Background: an optimization exercise with open tools, aiming at a short achievable clock period and few clock cycles per item. Do not read the settings as production practice.
Function not checked in this run: the RTL went through the layout flow alone.
Power figures rest on the tool's default switching activity, not on a simulated workload.

==> design.v <==
parameter logic [31:0] ZERO = 32'd0;
parameter logic [6:0] OPCODE_RTYPE  = 7'b0110011;
parameter logic [6:0] OPCODE_ITYPE  = 7'b0010011;
parameter logic [6:0] OPCODE_LOAD   = 7'b0000011;
parameter logic [6:0] OPCODE_STORE  = 7'b0100011;
parameter logic [6:0] OPCODE_BRANCH = 7'b1100011;
parameter logic [6:0] OPCODE_JALR   = 7'b1100111;
parameter logic [6:0] OPCODE_JAL    = 7'b1101111;
parameter logic [6:0] OPCODE_LUI    = 7'b0110111;
parameter logic [6:0] OPCODE_AUIPC  = 7'b0010111;
parameter logic [2:0] FUNCT3_ADD_SUB = 3'b000;
parameter logic [2:0] FUNCT3_SLL     = 3'b001;
parameter logic [2:0] FUNCT3_SLT     = 3'b010;
parameter logic [2:0] FUNCT3_SLTU    = 3'b011;
parameter logic [2:0] FUNCT3_XOR     = 3'b100;
parameter logic [2:0] FUNCT3_OR      = 3'b110;
parameter logic [2:0] FUNCT3_AND     = 3'b111;
parameter logic [2:0] FUNCT3_SRL_SRA = 3'b101;
parameter logic [2:0] FUNCT3_BEQ    = 3'b000;   
parameter logic [2:0] FUNCT3_BNE    = 3'b001;  
parameter logic [2:0] FUNCT3_BLT    = 3'b100;  
parameter logic [2:0] FUNCT3_BGE    = 3'b101;  
parameter logic [2:0] FUNCT3_BLTU   = 3'b110;  
parameter logic [2:0] FUNCT3_BGEU   = 3'b111;  
parameter logic [2:0] FUNCT3_LB    = 3'b000;
parameter logic [2:0] FUNCT3_LH    = 3'b001;
parameter logic [2:0] FUNCT3_LW    = 3'b010;
parameter logic [2:0] FUNCT3_LBU   = 3'b100;
parameter logic [2:0] FUNCT3_LHU   = 3'b101;
parameter logic [2:0] FUNCT3_SB    = 3'b000;
parameter logic [2:0] FUNCT3_SH    = 3'b001;
parameter logic [2:0] FUNCT3_SW    = 3'b010;
parameter logic [6:0] FUNCT7_ADD  = 7'b0000000;
parameter logic [6:0] FUNCT7_SUB  = 7'b0100000;
parameter logic [6:0] FUNCT7_SRL  = 7'b0000000;
parameter logic [6:0] FUNCT7_SRA  = 7'b0100000;
parameter logic [6:0] FUNCT7_SLL  = 7'b0000000;
parameter logic [6:0] FUNCT7_SLT  = 7'b0000000;
parameter logic [6:0] FUNCT7_SLTU = 7'b0000000;
parameter logic [6:0] FUNCT7_XOR  = 7'b0000000;
parameter logic [6:0] FUNCT7_OR   = 7'b0000000;
parameter logic [6:0] FUNCT7_AND  = 7'b0000000;
parameter logic [3:0] ALU_ADD  = 4'b0000;
parameter logic [3:0] ALU_SUB  = 4'b0001;
parameter logic [3:0] ALU_AND  = 4'b0010;
parameter logic [3:0] ALU_OR   = 4'b0011;
parameter logic [3:0] ALU_XOR  = 4'b0100;
parameter logic [3:0] ALU_SLL  = 4'b0101;
parameter logic [3:0] ALU_SRL  = 4'b0110;
parameter logic [3:0] ALU_SRA  = 4'b0111;
parameter logic [3:0] ALU_SLT  = 4'b1000;
parameter logic [3:0] ALU_SLTU = 4'b1001;
parameter logic [3:0] ALU_LUI  = 4'b1010;
parameter logic [3:0] ALU_AUIPC= 4'b1011;
module pd5 #(
    parameter int AWIDTH = 32,
    parameter int DWIDTH = 32)(
    input  logic              clk,
    input  logic              reset,
    output logic [AWIDTH-1:0] imem_addr,
    input  logic [DWIDTH-1:0] imem_rdata,
    output logic [AWIDTH-1:0] dmem_addr,
    output logic [DWIDTH-1:0] dmem_wdata,
    output logic [2:0]        dmem_funct3,
    output logic              dmem_re,
    output logic              dmem_we,
    input  logic [DWIDTH-1:0] dmem_rdata
);
  localparam logic [31:0] BASEADDR = 32'h0100_0000;
  localparam logic [31:0] SP_RESET = 32'h0110_0000;
  localparam logic [6:0] OP_R      = 7'b0110011;
  localparam logic [6:0] OP_I      = 7'b0010011;
  localparam logic [6:0] OP_LOAD   = 7'b0000011;
  localparam logic [6:0] OP_STORE  = 7'b0100011;
  localparam logic [6:0] OP_BRANCH = 7'b1100011;
  localparam logic [6:0] OP_JAL    = 7'b1101111;
  localparam logic [6:0] OP_JALR   = 7'b1100111;
  localparam logic [6:0] OP_LUI    = 7'b0110111;
  localparam logic [6:0] OP_AUIPC  = 7'b0010111;
  logic [31:0] pc;
  logic        d_valid;
  logic [31:0] d_pc;
  logic [31:0] d_insn;
  logic        e_we, e_load, e_store, e_branch, e_jalr, e_pred, e_sfwd;
  logic [4:0]  e_rd;
  logic [2:0]  e_f3;
  logic [31:0] e_a, e_b, e_s, e_alt, e_pc4;
  logic        e_sub, e_sra;
  logic        e_r_add, e_r_sll, e_r_sr, e_r_slt, e_r_sltu;
  logic        e_r_xor, e_r_or, e_r_and, e_r_link;
  logic        m_we, m_load, m_store, m_sfwd;
  logic [4:0]  m_rd;
  logic [2:0]  m_f3;
  logic [31:0] m_res, m_sdata;
  logic        w_we;
  logic [4:0]  w_rd;
  logic [31:0] w_res;
  logic [31:0] rf [1:31];
  logic [31:0] e_bx, e_sum, e_res, e_sll, e_sr;
  logic        e_eq, e_ltu, e_lt, e_taken, e_redirect;
  logic [31:0] e_target;
  assign e_bx  = e_sub ? ~e_b : e_b;
  assign e_sum = e_a + e_bx + {31'b0, e_sub};
  assign e_eq  = (e_a == e_b);
  assign e_ltu = (e_a < e_b);
  assign e_lt  = (e_a[31] ^ e_b[31]) ? e_a[31] : e_ltu;
  assign e_sll = e_a << e_b[4:0];
  assign e_sr  = $signed({e_sra & e_a[31], e_a}) >>> e_b[4:0];
  assign e_res = ({32{e_r_add}}  & e_sum)
               | ({32{e_r_sll}}  & e_sll)
               | ({32{e_r_sr}}   & e_sr)
               | ({32{e_r_slt}}  & {31'b0, e_lt})
               | ({32{e_r_sltu}} & {31'b0, e_ltu})
               | ({32{e_r_xor}}  & (e_a ^ e_b))
               | ({32{e_r_or}}   & (e_a | e_b))
               | ({32{e_r_and}}  & (e_a & e_b))
               | ({32{e_r_link}} & e_pc4);
  always_comb begin
    case (e_f3[2:1])
      2'b00:   e_taken = e_eq;
      2'b10:   e_taken = e_lt;
      2'b11:   e_taken = e_ltu;
      default: e_taken = 1'b0;
    endcase
    e_taken = e_taken ^ e_f3[0];
  end
  assign e_redirect = e_jalr | (e_branch & (e_taken ^ e_pred));
  assign e_target   = e_jalr ? {e_sum[31:1], 1'b0} : e_alt;
  logic [31:0] m_fwd;
  assign m_fwd = m_load ? dmem_rdata : m_res;
  assign dmem_addr   = m_res;
  assign dmem_wdata  = m_sfwd ? w_res : m_sdata;
  assign dmem_funct3 = m_f3;
  assign dmem_re     = m_load;
  assign dmem_we     = m_store;
  logic [6:0]  op;
  logic [4:0]  rs1, rs2, rd;
  logic [2:0]  f3;
  logic        is_r, is_i, is_load, is_store, is_branch, is_jal, is_jalr;
  logic        is_lui, is_auipc;
  logic        uses_rs1, uses_rs2, use_imm, writes;
  logic [31:0] imm_i, imm_s, imm_b, imm_u, imm_j, imm;
  assign op  = d_insn[6:0];
  assign rd  = d_insn[11:7];
  assign f3  = d_insn[14:12];
  assign rs1 = d_insn[19:15];
  assign rs2 = d_insn[24:20];
  assign is_r      = (op == OP_R);
  assign is_i      = (op == OP_I);
  assign is_load   = (op == OP_LOAD);
  assign is_store  = (op == OP_STORE);
  assign is_branch = (op == OP_BRANCH);
  assign is_jal    = (op == OP_JAL);
  assign is_jalr   = (op == OP_JALR);
  assign is_lui    = (op == OP_LUI);
  assign is_auipc  = (op == OP_AUIPC);
  assign uses_rs1 = is_r | is_i | is_load | is_store | is_branch | is_jalr;
  assign uses_rs2 = is_r | is_store | is_branch;
  assign use_imm  = is_i | is_load | is_store | is_jalr | is_lui | is_auipc;
  assign writes   = (is_r | is_i | is_load | is_jal | is_jalr | is_lui | is_auipc)
                    && (rd != 5'd0);
  assign imm_i = {{20{d_insn[31]}}, d_insn[31:20]};
  assign imm_s = {{20{d_insn[31]}}, d_insn[31:25], d_insn[11:7]};
  assign imm_b = {{20{d_insn[31]}}, d_insn[7], d_insn[30:25], d_insn[11:8], 1'b0};
  assign imm_u = {d_insn[31:12], 12'b0};
  assign imm_j = {{12{d_insn[31]}}, d_insn[19:12], d_insn[20], d_insn[30:21], 1'b0};
  always_comb begin
    if (is_store)               imm = imm_s;
    else if (is_lui | is_auipc) imm = imm_u;
    else                        imm = imm_i;
  end
  logic [31:0] d_pc4, d_target;
  logic        d_pred, d_redirect;
  assign d_pc4      = d_pc + 32'd4;
  assign d_target   = d_pc + (is_jal ? imm_j : imm_b);
  assign d_pred     = is_branch & d_insn[31];           
  assign d_redirect = d_valid & (is_jal | d_pred);
  logic e_ld_wr, stall, issue, sfwd;
  assign e_ld_wr = e_load & e_we;
  assign stall   = d_valid & e_ld_wr &
                   ((uses_rs1 & (e_rd == rs1)) |
                    (uses_rs2 & ~is_store & (e_rd == rs2)));
  assign sfwd    = is_store & e_ld_wr & (e_rd == rs2);
  assign issue   = d_valid & ~stall & ~e_redirect;
  logic [31:0] rf1, rf2;
  assign rf1 = (rs1 == 5'd0) ? 32'b0 : rf[rs1];
  assign rf2 = (rs2 == 5'd0) ? 32'b0 : rf[rs2];
  logic hit_e1, hit_m1, hit_w1, hit_e2, hit_m2, hit_w2;
  assign hit_e1 = e_we & (e_rd == rs1);
  assign hit_m1 = m_we & (m_rd == rs1);
  assign hit_w1 = w_we & (w_rd == rs1);
  assign hit_e2 = e_we & (e_rd == rs2);
  assign hit_m2 = m_we & (m_rd == rs2);
  assign hit_w2 = w_we & (w_rd == rs2);
  logic [31:0] rs1_val, rs2_val, a_val, b_val;
  always_comb begin
    if (hit_e1)      rs1_val = e_res;
    else if (hit_m1) rs1_val = m_fwd;
    else if (hit_w1) rs1_val = w_res;
    else             rs1_val = rf1;
    if (hit_e2)      rs2_val = e_res;
    else if (hit_m2) rs2_val = m_fwd;
    else if (hit_w2) rs2_val = w_res;
    else             rs2_val = rf2;
    if (is_auipc)    a_val = d_pc;
    else if (is_lui) a_val = 32'b0;
    else             a_val = rs1_val;
    b_val = use_imm ? imm : rs2_val;
  end
  always_ff @(posedge clk) begin
    if (reset)           pc <= BASEADDR;
    else if (e_redirect) pc <= e_target;
    else if (stall)      pc <= pc;
    else if (d_redirect) pc <= d_target;
    else                 pc <= pc + 32'd4;
    if (reset)
      d_valid <= 1'b0;
    else if (e_redirect | d_redirect)
      d_valid <= stall & ~e_redirect;
    else if (!stall)
      d_valid <= 1'b1;
    if (!stall) begin
      d_pc   <= pc;
      d_insn <= imem_rdata;
    end
    if (reset) begin
      e_we     <= 1'b0;
      e_load   <= 1'b0;
      e_store  <= 1'b0;
      e_branch <= 1'b0;
      e_jalr   <= 1'b0;
    end else begin
      e_we     <= issue & writes;
      e_load   <= issue & is_load;
      e_store  <= issue & is_store;
      e_branch <= issue & is_branch;
      e_jalr   <= issue & is_jalr;
    end
    e_pred   <= d_pred;
    e_sfwd   <= sfwd;
    e_rd     <= rd;
    e_f3     <= f3;
    e_a      <= a_val;
    e_b      <= b_val;
    e_s      <= rs2_val;
    e_alt    <= d_pred ? d_pc4 : d_target;
    e_pc4    <= d_pc4;
    e_sub    <= is_r & (f3 == 3'b000) & d_insn[30];
    e_sra    <= d_insn[30];
    e_r_add  <= ((is_r | is_i) & (f3 == 3'b000)) | is_load | is_store | is_lui | is_auipc;
    e_r_sll  <= (is_r | is_i) & (f3 == 3'b001);
    e_r_slt  <= (is_r | is_i) & (f3 == 3'b010);
    e_r_sltu <= (is_r | is_i) & (f3 == 3'b011);
    e_r_xor  <= (is_r | is_i) & (f3 == 3'b100);
    e_r_sr   <= (is_r | is_i) & (f3 == 3'b101);
    e_r_or   <= (is_r | is_i) & (f3 == 3'b110);
    e_r_and  <= (is_r | is_i) & (f3 == 3'b111);
    e_r_link <= is_jal | is_jalr;
    if (reset) begin
      m_we    <= 1'b0;
      m_load  <= 1'b0;
      m_store <= 1'b0;
    end else begin
      m_we    <= e_we;
      m_load  <= e_load;
      m_store <= e_store;
    end
    m_sfwd  <= e_sfwd;
    m_rd    <= e_rd;
    m_f3    <= e_f3;
    m_res   <= e_res;
    m_sdata <= e_s;
    if (reset) w_we <= 1'b0;
    else       w_we <= m_we;
    w_rd  <= m_rd;
    w_res <= m_fwd;
  end
  always_ff @(posedge clk) begin
    for (int i = 1; i < 32; i++) begin
      if (reset)
        rf[i] <= (i == 2) ? SP_RESET : 32'b0;
      else if (w_we && w_rd == 5'(i))
        rf[i] <= w_res;
    end
  end
  assign imem_addr = pc;
endmodule
==> run.sh <==
#!/bin/bash
# synth_recipe.tcl (not shown) runs the flow's synth.tcl, then flattens the netlist and writes it again
# the make line also repeats each setting of config.mk as NAME=value (left out here)
make -C /OpenROAD-flow-scripts/flow DESIGN_CONFIG=/design/flow/config.mk WORK_HOME=/design/flow/orfs CLKGATE_MAP_FILE= SYNTH_SCRIPT=/design/flow/synth_recipe.tcl finish
==> config.mk <==
export PLATFORM = sky130hd
export DESIGN_NAME = pd5
export DESIGN_NICKNAME = pd5
export VERILOG_FILES = /design/flow/design.v
export SDC_FILE = /design/flow/constraint.sdc
export NUM_CORES = 4
export LEC_CHECK = 0
export ABC_CLOCK_PERIOD_IN_PS = 2500
export CAP_MARGIN = 20
export CORE_MARGIN = 2
export CORE_UTILIZATION = 40
export SETUP_SLACK_MARGIN = 5
export SLEW_MARGIN = 20
==> constraint.sdc <==
create_clock -name core_clock -period 10.0 [get_ports {clk}]
set_input_delay 2.0000 -clock core_clock [delete_from_list [all_inputs] [get_ports {clk}]]
set_output_delay 2.0000 -clock core_clock [all_outputs]
set_load 0.01 [all_outputs]
==> results.txt <==
==> power by group through the flow <==
stage | Combinational, uW | Sequential (uW) | Clock, uW
final | 852 | 5710 | 6100
after global placement | 790 | 5830 | 0
after floorplan | 445 | 5780 | 0
after global routing | 852 | 5700 | 6280
after detailed placement | 789 | 5830 | 0
after CTS | 793 | 5700 | 6060
==> worst max-delay path: cells and delay by family, from the launching register on <==
family / cells / cell delay (ns)
and+or+nand+nor: 6 / 2.25
AOI/OAI and AO/OA: 4 / 2.17
DFF: 1 / 0.36
buffers and inverters: 1 / 0.35
==> worst max-delay path by stage <==
stage,startpoint,endpoint,slack [ns],depth (start not counted)
floorplan,d_insn[23],e_branch,5.63,10
global placement,e_b[0],e_b[28],4.61,12
detailed placement,e_b[0],e_b[28],4.65,12
CTS,w_res[23],dmem_wdata[23],5.01,2
global route,d_insn[4],pc[24],5.01,15
finish,d_insn[20],e_b[25],4.66,11
==> cells in the mapped netlist (12+ instances only) <==
master     number  share of area
nand2_1      2453           0.13
dfxtp_1      1324           0.37
a21oi_1      1258          0.089
a22oi_1       792          0.084
clkbuf_1      733          0.039
nor2_1        297          0.016
o21ai_0       247          0.017
ha_1          163          0.029
nand3_1       161          0.011
nor3_1        122         0.0086
inv_1         117         0.0062
nand4_1       117          0.010
xnor2_1        89          0.011
xor2_1         86          0.011
a211oi_1       77         0.0081
mux2_2         70          0.011
buf_1          68         0.0036
mux4_2         66          0.021
edfxtp_1       64          0.027
a221oi_1       60         0.0074
nor4_1         57         0.0050
and2_1         50         0.0044
and3_1         48         0.0042
a222oi_1       47         0.0066
buf_2          45         0.0032
a22o_1         42         0.0052
mux2i_1        42         0.0059
o211ai_1       40         0.0042
a21o_1         36         0.0038
a221o_1        36         0.0051
nor2b_1        32         0.0028
a31oi_1        22         0.0019
nand2b_1       22         0.0019
or3_1          19         0.0017
o22ai_1        17         0.0015
and4_1         16         0.0020
nor3b_1        16         0.0017
o2111ai_1      16         0.0020
o21a_1         15         0.0016
a2111oi_0      14         0.0017
a2bb2oi_1      13         0.0016
o21ai_1        13        0.00091
o31ai_1        12         0.0013
or4_1          12         0.0013
==> cells by family (layout without fill, tap and decap cells) <==
group,count (synthesis),count (layout),share of synthesized area
adders and majority gates,165,165,0.0292
xor gates and xnor gates,175,175,0.0215
DFF,1388,1388,0.400
buffers and inverters,975,818,0.0528
and+or+nand+nor,3464,3464,0.205
other,0,38,0
muxes,182,182,0.0388
AOI/OAI and AO/OA,2836,2836,0.253
==> state kept, by name, indices dropped and copies added, names as in the netlist, 3 cells and up <==
register / count
rf: 992
e_b: 32
m_res: 32
e_f3: 3
e_pc4: 32
w_res: 32
m_rd: 5
e_alt: 31
e_s: 32
e_rd: 5
d_pc: 32
d_insn: 32
m_sdata: 32
m_f3: 3
e_a: 32
pc: 32
w_rd: 5
==> metal layers <==
layer  up-vias  track usage
li1      32060            -
met1     38205        0.536
met2      8236        0.651
met3      2822        0.211
met4        26        0.422
met5         -       0.0108
==> what timing repair did <==
action,CTS,global route
buffers inserted,0,7
resized for setup,2,6
endpoints found under the setup margin,4,18
==> through the flow <==
stage               worst slack [ns]  total power (uW)   util  hold WS (ns)  cells
floorplan                       5.63              6220      -         0.310   9185
global placement                4.61              6620  0.425         0.311  11072
detailed placement              4.65              6620  0.425         0.312  11072
CTS                             5.01             12600  0.455         0.316  11358
global route                    5.01             12800  0.456         0.309  11368
finish                          4.66             12700  0.456         0.279  11406
==> final cells by class <==
class | count | area (um^2)
diodes | 38 | 95.1
fillers | 17508 | 96000
multi-input cells | 6822 | 39700
clock buffers | 222 | 4560
flip-flops and latches | 1388 | 28400
inverters | 122 | 458
well taps | 2340 | 2930
clock inverters | 64 | 748
repair buffers | 410 | 3550
==> qor.txt <==
Status - timing/DRC/antenna clean
Kind of critical path - flop to flop
Top routing layer in use - met5
Crit-path cells - buf_4, and3b_1, and2_2, a2111oi_0, nand3_1, nor4_1, nor3_1, a21oi_1, nand2_1, a22o_1, a221o_1
Remaining DRCs - 0
NetSw - 3350 uW
Port-buffer cells - 166
# rows - 154
Vias per inst - 7.13
Top_reg_cell synth - dfxtp_1
Sequential fraction of the synthesis area - 0.400
Drt wl/cell - 38.9 um
Tcrit/Tclk final - 0.534
Slew @ Worst Pin - 1.43 ns
Die Y - 426 um
Initial Util - 0.403
Commonest non-fill, non-tap cell in the layout - nand2_1
Setup Viol. Count Final - 0
Largest net degree at the start of global routing - 219
Area grow syn2layout - 13.2%
Most frequent cells in the layout - nand2_1, dfxtp_1, a21oi_1
Nets - 9130
Vias - 81349
First-pass GRT wire length - 596 mm
Worst r2r path cells - 11
Yosys cell types - 92
Req. time, crit path - 10.70 ns
Clock Latency Late Sink - 0.89 ns
Sw Share - 0.264
Antenna viol nets, final - 0
Number of flops mapped to enable cells by yosys - 64
Final wirelength - 444 mm
P per Cell Area - 157 nW/um^2
Iter 0 DRT Violations - 18658
Detailed Place HPWL - 266 mm
Vias in the first global route - 73054
CTS Buffer Depth - 3
Max-cap viol count - 0
RSZ-0062 raised after global routing - no
Combinational power share - 0.067
# IOs - 167
Met3 WL - 68.4 mm
Hold Path Origin - e_s[19]
Setup TNS - 0 ns
Total track usage - 0.469
Reg-to-reg slack, setup - 4.66 ns
CTS tree - done
Post-Synthesis Cells - 9185
Wl on met1 - 148 mm
Reg power frac - 0.451
Worst Hold Path EP - m_sdata[19]
GR Overflow Total - 0
Relative slew margins - 0.0460
RR Endpoint - e_b[25]
Htree depth - 4
Max-slew violations - 0
Minimum clock period - 5.34 ns
Die Footprint - 181000 um^2
Syn Area/Cell - 7.74 um^2
Syn nets - 9416
CP max stage cell - a2111oi_0
Slowest stage delay, CP - 0.98 ns
LEAKAGE - 0.0283 uW
GP Congestion - 1.05
Arr. time, crit path - 6.05 ns
Mapped Area - 71100 um^2
Total CTS buffers - 155
Horiz. Die Dim - 426 um
Clk_skew - 0.0776 ns
Worst VDD drop - 0.170 mV
Final Cell Area - 80500 um^2
Clock network power share - 0.482
Crit path max fanout - 22
Final Hold Fails - 0
Core area - 176000 um^2
Yosys reg bits - 1388
CTS Root Cell - clkbuf_16
FF-to-FF Start - d_insn[20]
Share of flip-flops with an asynchronous set or reset - 0
Worst min path class - flop to flop
First-pass iteration count of the detailed router - 12
Layout cell share with drive strength beyond 1 - 0.0916
Element type at the critical path start - flop
Dpl cell area - 74900 um^2
Cts hold-fix bufs - 0
CTS sink count - 1388
Met2 Wirelength - 176 mm
Hold Path Depth - 0
Antenna violations before repair - 26
Worst-path clk slew - 0.06 ns
Int Pwr - 9310 uW
Maximum clock frequency - 187 MHz
Yosys warnings - 34
Setup crit end kind - flop

[re-timing with driven ports]
In the flow no input, the clock included, has a driving cell. The finished layout below was timed again as built, in two steps.
Step 1: set_driving_cell puts a clkbuf_16 on clk and a buf_2 on each other input, an assumption about the parent block.
Step 2 also shifts input and output timing later by t, the mid clock arrival at the registers, as if the neighbouring blocks saw the same clock.
Slacks: ideal ports / drivers / drivers and shift; pairs: ideal ports / drivers.
t (ns): 0.954
slack for setup (ns): 4.657 / 4.657 / 4.657
worst setup path at the end: register to register
latest minus earliest clock arrival (ns): 0.083 / 0.083
worst slew at a driven data input, ns: 0.07
After both steps this run still meets setup and hold. The setup slack of this run moves by 0.000 ns with the drivers and by 0.000 ns with both steps.
